Background: an optimization exercise with open tools, aiming at small area, a short achievable clock period and few clock cycles per item. Do not read the settings as production practice. In this exercise RTL edits were held to simulation tests only and were not proved equivalent to the original. No activity file was given, so power comes from the tool's default toggle rates.

==> inputs of build 80 <==
## DES_ECB
module DES_ECB (Clk, Reset, Start, X, KEY, OUT, RDY);
   input         Clk;
   input         Reset;
   input         Start;
   input  [63:0] X, KEY;
   output [63:0] OUT;
   output        RDY;
   reg [31:0] L, R;       
   reg [55:0] CD;         
   reg [3:0]  cnt;        
   reg        busy;
   assign RDY = ~busy;
   wire [63:0] RL = {R, L};
   assign OUT = {RL[24], RL[56], RL[16], RL[48], RL[8], RL[40], RL[0], RL[32], RL[25], RL[57], RL[17], RL[49], RL[9], RL[41], RL[1], RL[33], RL[26], RL[58], RL[18], RL[50], RL[10], RL[42], RL[2], RL[34], RL[27], RL[59], RL[19], RL[51], RL[11], RL[43], RL[3], RL[35], RL[28], RL[60], RL[20], RL[52], RL[12], RL[44], RL[4], RL[36], RL[29], RL[61], RL[21], RL[53], RL[13], RL[45], RL[5], RL[37], RL[30], RL[62], RL[22], RL[54], RL[14], RL[46], RL[6], RL[38], RL[31], RL[63], RL[23], RL[55], RL[15], RL[47], RL[7], RL[39]};
   wire [63:0] ipx = {X[6], X[14], X[22], X[30], X[38], X[46], X[54], X[62], X[4], X[12], X[20], X[28], X[36], X[44], X[52], X[60], X[2], X[10], X[18], X[26], X[34], X[42], X[50], X[58], X[0], X[8], X[16], X[24], X[32], X[40], X[48], X[56], X[7], X[15], X[23], X[31], X[39], X[47], X[55], X[63], X[5], X[13], X[21], X[29], X[37], X[45], X[53], X[61], X[3], X[11], X[19], X[27], X[35], X[43], X[51], X[59], X[1], X[9], X[17], X[25], X[33], X[41], X[49], X[57]};
   wire [55:0] pc1 = {KEY[7], KEY[15], KEY[23], KEY[31], KEY[39], KEY[47], KEY[55], KEY[63], KEY[6], KEY[14], KEY[22], KEY[30], KEY[38], KEY[46], KEY[54], KEY[62], KEY[5], KEY[13], KEY[21], KEY[29], KEY[37], KEY[45], KEY[53], KEY[61], KEY[4], KEY[12], KEY[20], KEY[28], KEY[1], KEY[9], KEY[17], KEY[25], KEY[33], KEY[41], KEY[49], KEY[57], KEY[2], KEY[10], KEY[18], KEY[26], KEY[34], KEY[42], KEY[50], KEY[58], KEY[3], KEY[11], KEY[19], KEY[27], KEY[35], KEY[43], KEY[51], KEY[59], KEY[36], KEY[44], KEY[52], KEY[60]};
  ...
Settings: LEC_CHECK=0, CAP_MARGIN=20, CORE_MARGIN=2, CORE_UTILIZATION=55, CTS_BUF_LIST=sky130_fd_sc_hd__clkbuf_4 sky130_fd_sc_hd__clkbuf_8, SETUP_SLACK_MARGIN=3.8, SLEW_MARGIN=20; clock period 6.0 ns.
standard.sh (not shown) runs the stock make flow with config.mk's settings and CLKGATE_MAP_FILE= SYNTH_SCRIPT=/design/flow/synth_recipe.tcl, a recipe that flattens the netlist after the stock synthesis.
==> flow/flow/run.sh <==
#!/bin/bash
# Own layout flow: the standard synthesis, then the combinational logic is
# re-mapped with an area-oriented ABC script (flip-flops and their names are kept),
# then the standard layout from floorplan to finish on the re-mapped netlist.
set -uo pipefail
W=$(pwd)
F=$W/flow
LIB=$FLOW_HOME/platforms/$FLOW_PLATFORM/lib/sky130_fd_sc_hd__tt_025C_1v80.lib
R=$W/orfs/results/$FLOW_PLATFORM/DES_ECB/base

bash standard.sh synth > $W/std_synth.log 2>&1 || { echo "standard synth failed"; exit 1; }
cp $R/1_2_yosys.v $W/netlist_std.v

# functional models of the library's combinational cells, for techmap
yosys -p "read_liberty -ignore_miss_func $LIB; delete sky130_fd_sc_hd__*df* sky130_fd_sc_hd__*dl* sky130_fd_sc_hd__lpflow_inputisolatch_1 sky130_fd_sc_hd__*probe*; write_verilog -noattr $W/combcells.v" > $W/combcells.log 2>&1 || { echo "cell models failed"; exit 1; }

REMAP_CELLS=$W/combcells.v REMAP_LIB=$LIB REMAP_IN=$W/netlist_std.v REMAP_TOP=$FLOW_TOP \
REMAP_DONT_USE="$(cat $F/dont_use.txt)" REMAP_ABC=$F/remap.abc REMAP_OUT=$W/netlist_remap.v \
REMAP_STAT=$W/remap_stat.txt yosys -c $F/remap.tcl > $W/remap.log 2>&1 || { echo "remap failed"; exit 1; }

cp $W/netlist_remap.v $R/1_2_yosys.v
rm -f $R/1_synth.odb
export BUFFER_PORTS_ARGS="-buffer_cell sky130_fd_sc_hd__buf_1"
bash standard.sh > $W/std_layout.log 2>&1 || { echo "layout failed"; tail -20 $W/std_layout.log; exit 1; }
==> flow/flow/remap.abc <==
strash
dch -f
map -a
mfs2 -a
strash
dch -f
map -a
mfs2 -a
strash
dch -f
map -a
mfs2 -a
strash
dch -f
map -a
mfs2 -a
strash
dch -f
map -a
mfs2 -a
strash
dch -f
map -a
topo
stime -c
Other scripts of this flow, unchanged in this note and not shown: flow/flow/dont_use.txt, flow/flow/remap.tcl
==> build 39: changes against build 80 <==
--- a/flow/design.v
+++ b/flow/design.v
@@ -5,14 +5,15 @@
    input  [63:0] X, KEY;
    output [63:0] OUT;
    output        RDY;
    reg [31:0] L, R;       
    reg [55:0] CD;         
    reg [3:0]  cnt;        
-   reg        busy;
-   assign RDY = ~busy;
+   reg        idle;
+   wire       busy = ~idle;
+   assign RDY = idle;
    wire [63:0] RL = {R, L};
    assign OUT = {RL[24], RL[56], RL[16], RL[48], RL[8], RL[40], RL[0], RL[32], RL[25], RL[57], RL[17], RL[49], RL[9], RL[41], RL[1], RL[33], RL[26], RL[58], RL[18], RL[50], RL[10], RL[42], RL[2], RL[34], RL[27], RL[59], RL[19], RL[51], RL[11], RL[43], RL[3], RL[35], RL[28], RL[60], RL[20], RL[52], RL[12], RL[44], RL[4], RL[36], RL[29], RL[61], RL[21], RL[53], RL[13], RL[45], RL[5], RL[37], RL[30], RL[62], RL[22], RL[54], RL[14], RL[46], RL[6], RL[38], RL[31], RL[63], RL[23], RL[55], RL[15], RL[47], RL[7], RL[39]};
    wire [63:0] ipx = {X[6], X[14], X[22], X[30], X[38], X[46], X[54], X[62], X[4], X[12], X[20], X[28], X[36], X[44], X[52], X[60], X[2], X[10], X[18], X[26], X[34], X[42], X[50], X[58], X[0], X[8], X[16], X[24], X[32], X[40], X[48], X[56], X[7], X[15], X[23], X[31], X[39], X[47], X[55], X[63], X[5], X[13], X[21], X[29], X[37], X[45], X[53], X[61], X[3], X[11], X[19], X[27], X[35], X[43], X[51], X[59], X[1], X[9], X[17], X[25], X[33], X[41], X[49], X[57]};
    wire [55:0] pc1 = {KEY[7], KEY[15], KEY[23], KEY[31], KEY[39], KEY[47], KEY[55], KEY[63], KEY[6], KEY[14], KEY[22], KEY[30], KEY[38], KEY[46], KEY[54], KEY[62], KEY[5], KEY[13], KEY[21], KEY[29], KEY[37], KEY[45], KEY[53], KEY[61], KEY[4], KEY[12], KEY[20], KEY[28], KEY[1], KEY[9], KEY[17], KEY[25], KEY[33], KEY[41], KEY[49], KEY[57], KEY[2], KEY[10], KEY[18], KEY[26], KEY[34], KEY[42], KEY[50], KEY[58], KEY[3], KEY[11], KEY[19], KEY[27], KEY[35], KEY[43], KEY[51], KEY[59], KEY[36], KEY[44], KEY[52], KEY[60]};
    wire [55:0] cd0 = {pc1[54], pc1[53], pc1[52], pc1[51], pc1[50], pc1[49], pc1[48], pc1[47], pc1[46], pc1[45], pc1[44], pc1[43], pc1[42], pc1[41], pc1[40], pc1[39], pc1[38], pc1[37], pc1[36], pc1[35], pc1[34], pc1[33], pc1[32], pc1[31], pc1[30], pc1[29], pc1[28], pc1[55], pc1[26], pc1[25], pc1[24], pc1[23], pc1[22], pc1[21], pc1[20], pc1[19], pc1[18], pc1[17], pc1[16], pc1[15], pc1[14], pc1[13], pc1[12], pc1[11], pc1[10], pc1[9], pc1[8], pc1[7], pc1[6], pc1[5], pc1[4], pc1[3], pc1[2], pc1[1], pc1[0], pc1[27]};   
    wire [47:0] rk = {CD[42], CD[39], CD[45], CD[32], CD[55], CD[51], CD[53], CD[28], CD[41], CD[50], CD[35], CD[46], CD[33], CD[37], CD[44], CD[52], CD[30], CD[48], CD[40], CD[49], CD[29], CD[36], CD[43], CD[54], CD[15], CD[4], CD[25], CD[19], CD[9], CD[1], CD[26], CD[16], CD[5], CD[11], CD[23], CD[8], CD[12], CD[7], CD[17], CD[0], CD[22], CD[3], CD[10], CD[14], CD[6], CD[20], CD[27], CD[24]};   
@@ -31,25 +32,25 @@
    wire [55:0] cd_r1 = {CD[54], CD[53], CD[52], CD[51], CD[50], CD[49], CD[48], CD[47], CD[46], CD[45], CD[44], CD[43], CD[42], CD[41], CD[40], CD[39], CD[38], CD[37], CD[36], CD[35], CD[34], CD[33], CD[32], CD[31], CD[30], CD[29], CD[28], CD[55], CD[26], CD[25], CD[24], CD[23], CD[22], CD[21], CD[20], CD[19], CD[18], CD[17], CD[16], CD[15], CD[14], CD[13], CD[12], CD[11], CD[10], CD[9], CD[8], CD[7], CD[6], CD[5], CD[4], CD[3], CD[2], CD[1], CD[0], CD[27]};
    wire [55:0] cd_r2 = {CD[53], CD[52], CD[51], CD[50], CD[49], CD[48], CD[47], CD[46], CD[45], CD[44], CD[43], CD[42], CD[41], CD[40], CD[39], CD[38], CD[37], CD[36], CD[35], CD[34], CD[33], CD[32], CD[31], CD[30], CD[29], CD[28], CD[55], CD[54], CD[25], CD[24], CD[23], CD[22], CD[21], CD[20], CD[19], CD[18], CD[17], CD[16], CD[15], CD[14], CD[13], CD[12], CD[11], CD[10], CD[9], CD[8], CD[7], CD[6], CD[5], CD[4], CD[3], CD[2], CD[1], CD[0], CD[27], CD[26]};
    wire [31:0] r_sel = busy ? L : R;
    wire [31:0] f_g = f & {32{busy}};
    always @(posedge Clk) begin
       if (Reset)
-         busy <= 1'b0;
+         idle <= 1'b1;
       else if (Start)
-         busy <= 1'b1;
+         idle <= 1'b0;
       else if (cnt == 4'd15)
-         busy <= 1'b0;
-      if (Start)
-         cnt <= 4'd0;
-      else
+         idle <= 1'b1;
+      if (busy)
          cnt <= cnt + 4'd1;
-      if (Start)
-         CD <= cd0;
       else
+         cnt <= 4'd0;
+      if (busy)
          CD <= rot1 ? cd_r1 : cd_r2;
+      else
+         CD <= cd0;
       if (Start)
          L <= ipx[63:32];
       else if (busy)
          L <= R;
       R <= Start ? ipx[31:0] : (r_sel ^ f_g);
    end
==> flow/flow/remap.abc (replaced) <==
strash
dch -f
map -a
mfs2 -a
strash
dch -f
map -a
mfs2 -a
strash
dch -f
map -a
mfs2 -a
strash
dch -f
map -B 0.5
topo
--- a/flow/config.mk
+++ b/flow/config.mk
@@ -6,8 +6,8 @@
 export NUM_CORES = 4
 export LEC_CHECK = 0
 export CAP_MARGIN = 20
 export CORE_MARGIN = 2
 export CORE_UTILIZATION = 55
 export CTS_BUF_LIST = sky130_fd_sc_hd__clkbuf_4 sky130_fd_sc_hd__clkbuf_8
-export SETUP_SLACK_MARGIN = 3.8
+export SETUP_SLACK_MARGIN = 3.7
 export SLEW_MARGIN = 20
==> trial 74: changes against build 80 <==
==> flow/config.mk (replaced) <==
export PLATFORM = sky130hd
export DESIGN_NAME = DES_ECB
export DESIGN_NICKNAME = DES_ECB
export VERILOG_FILES = /design/flow/design.v
export SDC_FILE = /design/flow/constraint.sdc
export NUM_CORES = 4
export LEC_CHECK = 0
export CAP_MARGIN = 20
export CORE_MARGIN = 2
export CORE_UTILIZATION = 68
export CTS_BUF_LIST = sky130_fd_sc_hd__clkbuf_4 sky130_fd_sc_hd__clkbuf_8
export PLACE_DENSITY = 0.78
export SETUP_SLACK_MARGIN = 3.55
export SLEW_MARGIN = 20
==> qor summary <==
| metric | build 39 | trial 74 | build 80 |
|---|---|---|---|
| Run status | no timing/DRC/antenna violations | no timing/DRC/antenna violations | no timing/DRC/antenna violations |
| WL/cell | 17.80 um | 20.20 um | 20.08 um |
| Kind of critical path | reg2out | reg2reg | reg2reg |
| Combinational cell fraction of total power | 0.578 | 0.580 | 0.636 |
| Number of filler cells placed in the layout | 1367 | 712 | 817 |
| FF+latch area | 2918 um^2 | 2863 um^2 | 2957 um^2 |
| Layout cell share with drive strength beyond 1 | 0.1229 | 0.1724 | 0.3700 |
| Portion of total power attributed to the clock network | 0.153 | 0.171 | 0.151 |
| Utilization after layout | 0.7146 | 0.8810 | 0.8764 |
| Critical register-to-register path endpoint | R[26]$_DFF_P_ | R[19]$_DFF_P_ | R[22]$_DFF_P_ |
| Maximum number of pins on one net before global-route repair | 59 | 89 | 85 |
| CP dominant cell by count | - | sky130_fd_sc_hd__nand2_1 | sky130_fd_sc_hd__o22ai_1 |
| PostCTS Resize Cnt | 60 | 87 | 308 |
| DIE WIDTH | 130.7 um | 117.1 um | 129.8 um |
| Worst slew pin tran | 0.7334 ns | 1.117 ns | 0.7619 ns |
| Post-Place Cells | 1714 | 1695 | 1733 |
| Number of well taps | 216 | 172 | 211 |
| Number of cell instances on the worst register-to-register path | 10 | 12 | 12 |
| Int Power | 2.460 mW | 2.423 mW | 2.996 mW |
Testbench counts of build 80, summed over its fixed seeds: cycles 8,704, items 512.
Testbench counts of build 39, summed over its fixed seeds: cycles 8,704, items 512.
Testbench counts of trial 74, summed over its fixed seeds: cycles 8,704, items 512.

==> static timing again, ports no longer ideal <==
The results above use ideal ports. As a check the final layouts listed here were re-extracted and re-timed, cells and wires unchanged.
Step 1 (the two cells are an assumption about what drives the block):
set clk [get_ports {Clk}]
set_driving_cell -lib_cell sky130_fd_sc_hd__clkbuf_16 $clk
set_driving_cell -lib_cell sky130_fd_sc_hd__buf_2 [delete_from_list [all_inputs] $clk]
Step 2, shift: input delay + t, output delay - t, t = (earliest + latest rising clock arrival at the registers) / 2. This alone moves slack from input paths to output paths.
a / b / c = no drivers / after step 1 / after step 2; a / b = the first two.
run | t, ns | setup WS [ns] | slew at the worst register clock pin (ns)
build 80 | 0.507 | 3.666 / 3.643 / 3.320 | 0.09 / 0.09
build 39 | 0.495 | 3.636 / 3.597 / 3.348 | 0.08 / 0.08
trial 74 | 0.513 | 3.245 / 3.245 / 3.109 | 0.09 / 0.09
After both steps every run listed still meets setup and hold. For build 80, which loses most, drivers alone change the setup slack by -0.023 ns; drivers and shift together by -0.346 ns.
